From an optimization exercise on the open Yosys and OpenROAD flow, aimed at small area; shortcuts taken in it are not production practice.
Only simulation tests tie the RTL to the original design; equivalence was not proved.
Power figures rest on the tool's default switching activity, not on a simulated workload.

==> design/flow/design.v <==
module hsync_controller
  (input  logic       reset,
   input  logic       clck,
   output logic       sync,
   output logic [9:0] x,
   output logic       lineStart,
   input  logic       activeLine);
   logic [9:0]        counter;
   localparam int     FRONT_PORCH = 16;
   localparam int     SYNC_WIDTH = 96;
   localparam int     BACK_PORCH = 48;
   localparam int     ACTIVE_PIXELS = 640;
   always_ff @(posedge clck) begin
      if(reset) begin
         counter <= 0;
      end else begin
         if(counter == FRONT_PORCH + SYNC_WIDTH + BACK_PORCH + ACTIVE_PIXELS - 1) begin
            counter <= 0;
         end else begin
            counter <= counter + 1;
         end
      end
   end
   assign lineStart = counter == FRONT_PORCH + SYNC_WIDTH + BACK_PORCH + ACTIVE_PIXELS - 1;
   always_ff @(posedge clck) begin
      if(reset) begin
         sync <= 1;
         x <= 0;
      end else begin
         sync <= counter < FRONT_PORCH || counter >= FRONT_PORCH + SYNC_WIDTH;
         if(counter < FRONT_PORCH + SYNC_WIDTH + BACK_PORCH) begin
            x <= 0;
         end else begin
            if(activeLine) begin
               x <= counter - (FRONT_PORCH + SYNC_WIDTH + BACK_PORCH);
            end else begin
               x <= 0;
            end
         end
      end
   end
endmodule
module vsync_controller
  (input  logic       reset,
   input  logic       clck,
   input  logic       lineStart,
   output logic       vsync,
   output logic [8:0] y,
   output logic       activeLine);
   logic [9:0]        counter;
   localparam int     FRONT_PORCH = 10;
   localparam int     SYNC_WIDTH = 2;
   localparam int     BACK_PORCH = 33;
   localparam int     ACTIVE_LINES = 480;
   always_ff @(posedge clck) begin
      if(reset) begin
         vsync <= 1;
         activeLine <= 0;
         y <= 0;
      end else if(lineStart) begin
         vsync <= counter < FRONT_PORCH || counter >= FRONT_PORCH + SYNC_WIDTH;
         activeLine <= counter >= FRONT_PORCH + SYNC_WIDTH + BACK_PORCH;
         if(counter < FRONT_PORCH + SYNC_WIDTH + BACK_PORCH) begin
            y <= 0;
         end else begin
            y <= counter - (FRONT_PORCH + SYNC_WIDTH + BACK_PORCH);
         end
      end
   end
   always_ff @(posedge clck) begin
      if(reset) begin
         counter <= 0;
      end else begin
         if(lineStart) begin
            if(counter == FRONT_PORCH + SYNC_WIDTH + BACK_PORCH + ACTIVE_LINES - 1) begin
               counter <= 0;
            end else begin
               counter <= counter + 1;
            end
         end
      end
   end
endmodule
module vga
  (input  logic clck,
   input  logic reset,
   input  logic left_btn,
   input  logic right_btn,
   input  logic [9:0] serve_x,
   input  logic [8:0] serve_y,
   input  logic [2:0] serve_xv,
   input  logic [2:0] serve_yv,
   input  logic [9:0] paddle_x0,
   output logic hsync,
   output logic vsync,
   output logic r,
   output logic g,
   output logic b);
   logic        lineStart;
   logic        activeLine;
   logic [9:0]  x;
   logic [8:0]  y;
   hsync_controller hsc(reset, clck, hsync, x, lineStart, activeLine);
   vsync_controller vsc(reset, clck, lineStart, vsync, y, activeLine);
   logic left;
   logic right;
   debounce ldb(left_btn, clck, reset, left);
   debounce rdb(right_btn, clck, reset, right);
   logic paddle_update;
   logic paddle_pixel;
   logic [9:0] paddleX;
   paddle pad(left, right, paddle_update, clck, reset, paddle_x0, x, y, paddle_pixel, paddleX);
   logic ball_update;
   logic ball_pixel;
   ball ball_(clck, reset, serve_x, serve_y, serve_xv, serve_yv, x, y, ball_update, paddleX, ball_pixel);
   logic [2:0] paddleColour;
   logic       paddleColourUpdate;
   logic       paddleColourUpdate_prev;
   assign paddleColourUpdate = left || right;
   always_ff @(posedge clck) begin
      if(reset) begin
         paddleColour <= 1;
         paddleColourUpdate_prev <= 0;
      end else begin
         paddleColourUpdate_prev <= paddleColourUpdate;
         if(paddleColourUpdate && !paddleColourUpdate_prev) begin
            if(paddleColour == 7) begin
               paddleColour <= 1;
            end else begin
               paddleColour <= paddleColour + 1;
            end
         end
      end
   end
   logic [2:0] update_counter;
   assign paddle_update = update_counter == 0;
   assign ball_update = update_counter == 1;
   always_ff @(posedge clck) begin
      if(reset) begin
         update_counter <= 2;
      end else begin
         case(update_counter)
           0 : begin
              update_counter <= 1;
           end
           1 : begin
              update_counter <= 2;
           end
           2 : begin
              if(activeLine) begin
                 update_counter <= 3;
              end
           end
           3 : begin
              if(!activeLine) begin
                 update_counter <= 0;
              end
           end
           default : begin
              update_counter <= 2;
           end
         endcase
      end
   end
   assign r = (paddle_pixel & paddleColour[0]) | ball_pixel;
   assign g = (paddle_pixel & paddleColour[1]) | ball_pixel;
   assign b = (paddle_pixel & paddleColour[2]) | ball_pixel;
endmodule
module paddle
  (input  logic       left,
   input  logic       right,
   input  logic       update,
   input  logic       clck,
   input  logic       reset,
   input  logic [9:0] start_x,
   input  logic [9:0] vgax,
   input  logic [8:0] vgay,
   output logic       pixel,
   output logic [9:0] x);
   localparam int     SCREEN_WIDTH = 640;
   localparam int     PADDLE_WIDTH = 50;
   localparam int     PADDLE_MIN_Y = 440;
   localparam int     PADDLE_MAX_Y = 460;
   localparam int     X_SPEED = 2;
   always_ff @(posedge clck) begin
      if(reset) begin
         x <= start_x;
      end else if(update) begin
         if(!left && right) begin
            if(x + X_SPEED + PADDLE_WIDTH >= SCREEN_WIDTH) begin
               x <= SCREEN_WIDTH - PADDLE_WIDTH;
            end else begin
               x <= x + X_SPEED;
            end
         end else if(left && !right) begin
            if(x <= X_SPEED + 2) begin
               x <= 2;
            end else begin
               x <= x - X_SPEED;
            end
         end
      end
   end
   always_ff @(posedge clck) begin
      if(reset) begin
         pixel <= 0;
      end else begin
         pixel <= vgay >= PADDLE_MIN_Y && vgay <= PADDLE_MAX_Y && vgax >= x && vgax <= x + PADDLE_WIDTH;
      end
   end
endmodule
module ball
  (input  logic       clck,
   input  logic       reset,
   input  logic [9:0] serve_x,
   input  logic [8:0] serve_y,
   input  logic [2:0] serve_xv,
   input  logic [2:0] serve_yv,
   input  logic [9:0] vgax,
   input  logic [8:0] vgay,
   input  logic       update,
   input  logic [9:0] paddleX,
   output logic       pixel);
   localparam int SCREEN_WIDTH  = 640;
   localparam int SCREEN_HEIGHT = 480;
   localparam int BALL_SIZE = 10;
   logic [9:0]  x;
   logic [9:0]  y;
   logic [3:0]  xv;
   logic [3:0]  yv;
   logic [9:0]  nx;
   logic [9:0]  ny;
   assign nx = x + xv - 4;
   assign ny = y + yv - 4;
   logic [3:0]  xw;
   always_comb begin
      xw = xv;
      if(xv < 4 && nx < 8 - xv) begin
         xw = 8 - xv;
      end else if(xv > 4 && nx >= SCREEN_WIDTH - BALL_SIZE - (xv - 4)) begin
         xw = 8 - xv;
      end
   end
   always_ff @(posedge clck) begin
      if(reset) begin
         x <= serve_x;
         y <= {1'b0, serve_y};
         xv <= {1'b0, serve_xv};
         yv <= {1'b0, serve_yv};
      end else begin
         if(update) begin
            x <= nx;
            y <= ny;
            xv <= xw;
            if(yv < 4 && ny < 8 - yv) begin
               yv <= 8 - yv;
            end else if(yv > 4 && (ny >= 440 - BALL_SIZE - (yv - 4) && nx + BALL_SIZE >= paddleX && nx <= paddleX + 50)) begin
               yv <= 8 - yv;
               if(nx + 10 - paddleX < 60 / 5)
                 if(xw < 3) xv <= 1; else xv <= xw - 2;
               else if(nx + 10 - paddleX < 2 * 60 / 5)
                 if(xw < 2) xv <= 1; else xv <= xw - 1;
               else if(nx + 10 - paddleX < 3 * 60 / 5);
               else if(nx + 10 - paddleX < 4 * 60 / 5)
                 if(xw > 6) xv <= 7; else xv <= xw + 1;
               else if(nx + 10 - paddleX < 5 * 60 / 5)
                 if(xw > 5) xv <= 7; else xv <= xw + 2;
            end else if(yv > 4 &&
                        (ny >= SCREEN_HEIGHT - BALL_SIZE - (yv - 4))) begin
               yv <= 8 - yv;
            end
         end
      end
   end
   always_ff @(posedge clck) begin
      if(reset) begin
         pixel <= 0;
      end else begin
         pixel <= vgax >= x && vgax <= x + BALL_SIZE && vgay >= y && vgay <= y + BALL_SIZE;
      end
   end
endmodule
module debounce
  (input  logic btn,
   input  logic clck,
   input  logic reset,
   output logic debounced
   );
   logic [9:0]  divide;
   logic [15:0] buffer;
   always_ff @(posedge clck) begin
      if(reset) begin
         divide <= 0;
         buffer <= 0;
         debounced <= 0;
      end else begin
         if(divide == 0) begin
            buffer <= {buffer[14:0], ~btn};
            debounced <= |{buffer[14:0], ~btn};
         end
         divide <= divide + 1;
      end
   end
endmodule
==> design/flow/run.sh <==
#!/bin/bash
# synth_recipe.tcl (not shown) runs the flow's synth.tcl, then flattens the netlist and writes it again
# the make line also repeats each setting of config.mk as NAME=value (left out here)
make -C /OpenROAD-flow-scripts/flow DESIGN_CONFIG=/design/flow/config.mk WORK_HOME=/design/flow/orfs CLKGATE_MAP_FILE= SYNTH_SCRIPT=/design/flow/synth_recipe.tcl finish
==> design/flow/config.mk <==
export PLATFORM = sky130hd
export DESIGN_NAME = vga
export DESIGN_NICKNAME = vga
export VERILOG_FILES = /design/flow/design.v
export SDC_FILE = /design/flow/constraint.sdc
export NUM_CORES = 4
export LEC_CHECK = 0
export CAP_MARGIN = 20
export CORE_MARGIN = 2
export CORE_UTILIZATION = 40
export PLACE_DENSITY = 0.6
export SLEW_MARGIN = 20
==> design/flow/constraint.sdc <==
create_clock -name core_clock -period 10.0 [get_ports {clck}]
set_input_delay 2.0000 -clock core_clock [delete_from_list [all_inputs] [get_ports {clck}]]
set_output_delay 2.0000 -clock core_clock [all_outputs]
set_load 0.01 [all_outputs]
==> metrics.md <==
| Metric | Value |
|---|---|
| Status | finished clean |
| Via density per instance | 5.37 |
| Cell count after placement | 1730 |
| Sequential cell area fraction in the yosys report | 0.271 |
| Final hold violation count | 0 |
| Number of warning messages in the yosys log | 6 |
| Count of endpoints failing setup in the final report | 0 |
| Worst clock skew | 14.3 ps |
| Cell Area, Synth | 11600 µm² |
| Total power of the final layout | 4110 µW |
| Number of design rule violations left after detail routing | 0 |
| GRT overflow | 0 |
| Slowest stage delay, CP | 680 ps |
| Mean post-synth cell area | 8.65 µm² |
| Clock latency (worst-skew pair) | 440 ps |
| Critical Path Slowest Stage Cell | sky130_fd_sc_hd__dfxtp_1 |
| Area Overhead vs Synth | 11.4% |
| Top cell type by total area after synthesis | sky130_fd_sc_hd__ha_1 |
| First-pass iteration count of the detailed router | 8 |
| Critical Setup Path Class | reg -> reg |
| Post-CTS Setup Inserts | 0 |
| Headroom to the max-slew limit | 0.295 |
| Detailed-route via count | 9463 |
| Cell types with the largest area share after synthesis | sky130_fd_sc_hd__ha_1, sky130_fd_sc_hd__dfxtp_1, sky130_fd_sc_hd__edfxtp_1 |
| Detailed-route wire length per cell | 15.9 µm |
| Post-route setup slack | 3630 ps |
| Max capacitance violation total | 0 |
| Clock slew at reported path FFs | 80 ps |
| Fraction of synthesized cell area taken by the top area cell type | 0.200 |
| Post-Synthesis Net Count | 1573 |
| Clk buf depth | 2 |
| Synthesized instance count | 1346 |
| Library cells used by synthesis | 93 |
| Initial DRC count | 588 |
| Share of post-route cells with drive strength above 1 | 0.0573 |
| Max Clk Rate | 157 MHz |
| Asr flop ratio synth | 0 |
| Via count of the first global-routing pass | 9040 |
| Unrepaired setup endpoints after global routing | false |
| Global-route usage over all layers | 0.186 |
| Worst hold margin | 467 ps |
| Most frequently used cell type in the post-synthesis netlist | sky130_fd_sc_hd__ha_1 |
| Post-synth EDFFs | 35 |
| Main synth FF type | sky130_fd_sc_hd__dfxtp_1 |
| Root Driver | sky130_fd_sc_hd__clkbuf_16 |
| Number of inserted filler cells in the final layout | 2824 |
| Y dimension of the die | 175 µm |
| Final-stage net count | 1593 |
| Total number of cells along the worst setup path | 22 |
| Number of antenna repair diodes | 0 |
| Port-buffer cells | 43 |
| VDD IR-drop max | 0.191 mV |
| Floorplan core area | 28700 µm² |
| Number of max-slew violations in the final report | 0 |
| Half-perimeter wire length after placement | 21200 µm |
| Global placer's final weighted congestion | 0.880 |
| Initial cell density of the core | 0.406 |
| Share of the clock period used by the worst path after layout | 0.637 |
| Most frequent cell on the critical path | sky130_fd_sc_hd__ha_1 |
| Required time at the worst-slack endpoint | 10160 ps |
| Crit path max fanout | 17 |
| Global-route wire length before repair | 46100 µm |
| Commonest cells in the netlist | sky130_fd_sc_hd__ha_1, sky130_fd_sc_hd__nor2_1, sky130_fd_sc_hd__dfxtp_1, sky130_fd_sc_hd__inv_1, sky130_fd_sc_hd__nand2_1 |
| Number of clock buffers inserted by TritonCTS | 17 |
| Kind of capture point of the worst setup path | flop |
| Ports placed on the boundary | 44 |
| Chip width | 175 µm |
| Power per standard cell area | 317 nW/µm² |
| Final cell count without fillers | 1763 |
| Number of buffers and inverters on the critical path | 2 |
| Total routed wirelength | 28100 µm |
| Count of nets left with antenna violations after detail routing | 0 |
| Delay-heaviest family, CP | compound AO/OA/AOI/OAI gates |
| Yosys reg bits | 140 |
| Pin count of the biggest net entering global routing | 78 |
| Kind of launch point of the worst setup path | flop |
| Final Critical Period | 6370 ps |
| Measured slew at the worst slew-check pin | 1060 ps |
| Worst slack at placement | 3740 ps |
| Min-delay worst type | reg -> reg |
| Critical path arrival | 6530 ps |
| Ordered cell list for the critical path | inv_1 -> ha_1 -> inv_1 -> ha_1 -> a21oi_1 -> xnor2_1 -> o21ai_0 -> or3_1 -> nor2_1 -> xor2_1 -> ha_1 -> and2_1 -> a221oi_1 -> o211a_1 -> ha_1 -> a31o_2 -> and2_1 -> and4_1 -> a21oi_1 -> mux2_2 -> o21ai_1 -> a221oi_2 |
| Logic depth of the worst register-to-register path | 22 |
| TritonCTS clock tree | done |
| # rows | 62 |
| Reported leakage power | 0.00576 µW |
| Sink count of the clock tree | 140 |
| Hold buffer count at CTS | 0 |
| Number of stages on the worst hold path | 1 |
| Post_cts resized | 0 |
| Full die area | 30500 µm² |
| Total Neg Setup Slack | 0 ps |
| Number of H-tree branching levels | 4 |
| Initial antenna violation count | 0 |
layout by cell type, fill, tap and decap left out, drive strengths merged, types with 32 or more instances in the layout:
cell type / count
a21o: 43
a21oi: 54
clkdlybuf4s50: 42
dfxtp: 105
edfxtp: 35
ha: 186
inv: 96
mux2i: 32
nand2: 82
nand3: 39
nor2: 160
o21ai: 66
xnor2: 62
xor2: 40
flip-flops by register name (all words and copies together), names as in the netlist, 2 cells and up:
name and count:
paddleColour 3, ldb.divide 10, pad.x 10, vsc.y 9
update_counter 2, ball_.xv 4, hsc.counter 10, vsc.counter 10
ball_.yv 4, ldb.buffer 15, rdb.buffer 15, rdb.divide 10
hsc.x 10, ball_.x 10, ball_.y 10
power breakdown:
| group | internal [µW] | switching, µW | leakage (µW) | total [µW] |
|---|---|---|---|---|
| logic | 1110 | 1670 | 0.00429 | 2780 |
| clock network | 334 | 288 | 0.000273 | 622 |
| registers | 641 | 66.8 | 0.00119 | 708 |
| total | 2090 | 2020 | 0.00576 | 4110 |
through the flow:
step	area, µm²	utilization
global route	13000	0.452
finish	13000	0.452
global placement	12400	0.432
floorplan	11600	-
CTS	13000	0.451
detailed placement	12400	0.432
cell type report:
type	instances	area, µm²	share of cell area
clock inverters	14	128	0.00984
multi-input cells	1070	7970	0.615
inverters	90	338	0.0260
repair buffers	47	462	0.0356
well taps	384	480	0.0370
clock buffers	18	439	0.0339
flip-flops and latches	140	3150	0.243
layer usage:
| metal | part of all wire | GRT usage |
|---|---|---|
| met3 | 0.038 | 0.0298 |
| met2 | 0.45 | 0.302 |
| met1 | 0.49 | 0.254 |
| met4 | 0.021 | 0.0563 |
| met5 | 0 | 0 |
logic make-up (layout without fill, tap and decap cells):
family / after synthesis / after routing / share of synthesized area
XOR/XNOR: 102 / 102 / 0.0774
flip-flops: 140 / 140 / 0.271
buffers and inverters: 136 / 169 / 0.0444
multiplexers: 47 / 47 / 0.0420
AO/OA/AOI/OAI: 285 / 285 / 0.171
AND/OR/NAND/NOR: 448 / 448 / 0.191
adder cells (fa/ha/maj): 188 / 188 / 0.203
path summary, 6_finish.rpt:
check / start / end / slack, ps
max: ball_.xv[3] / ball_.xv[2] / 3630
min: rdb.divide[0] / rdb.divide[0] / 470
max reg2reg: ball_.xv[3] / ball_.xv[2] / 3630
min reg2reg: rdb.divide[0] / rdb.divide[0] / 470

[static timing again, ports no longer ideal]
Ports are ideal in the flow. The routed layout listed here was re-timed in OpenROAD.
Step 1: set_driving_cell puts a clkbuf_16 on clck and a buf_2 on each other input, an assumption about the parent block.
Step 2 adds t to the input delays and takes it off the output delays; t is the mean of the earliest and latest rising clock arrival at the registers after step 1. Input paths then give back, and output paths get back, about the clock's delay inside the block.
Three values: ideal ports, drivers, drivers and shift; two values: the first two.
t (ns): 0.478
setup slack, ns: 3.632 / 3.632 / 3.632
worst setup path at the end: register to register
latest minus earliest clock arrival (ns): 0.018 / 0.018
cell pins on the clock port's net: 1
After both steps this run still meets setup and hold. The setup slack of this run moves by 0.000 ns with the drivers and by 0.000 ns with both steps.
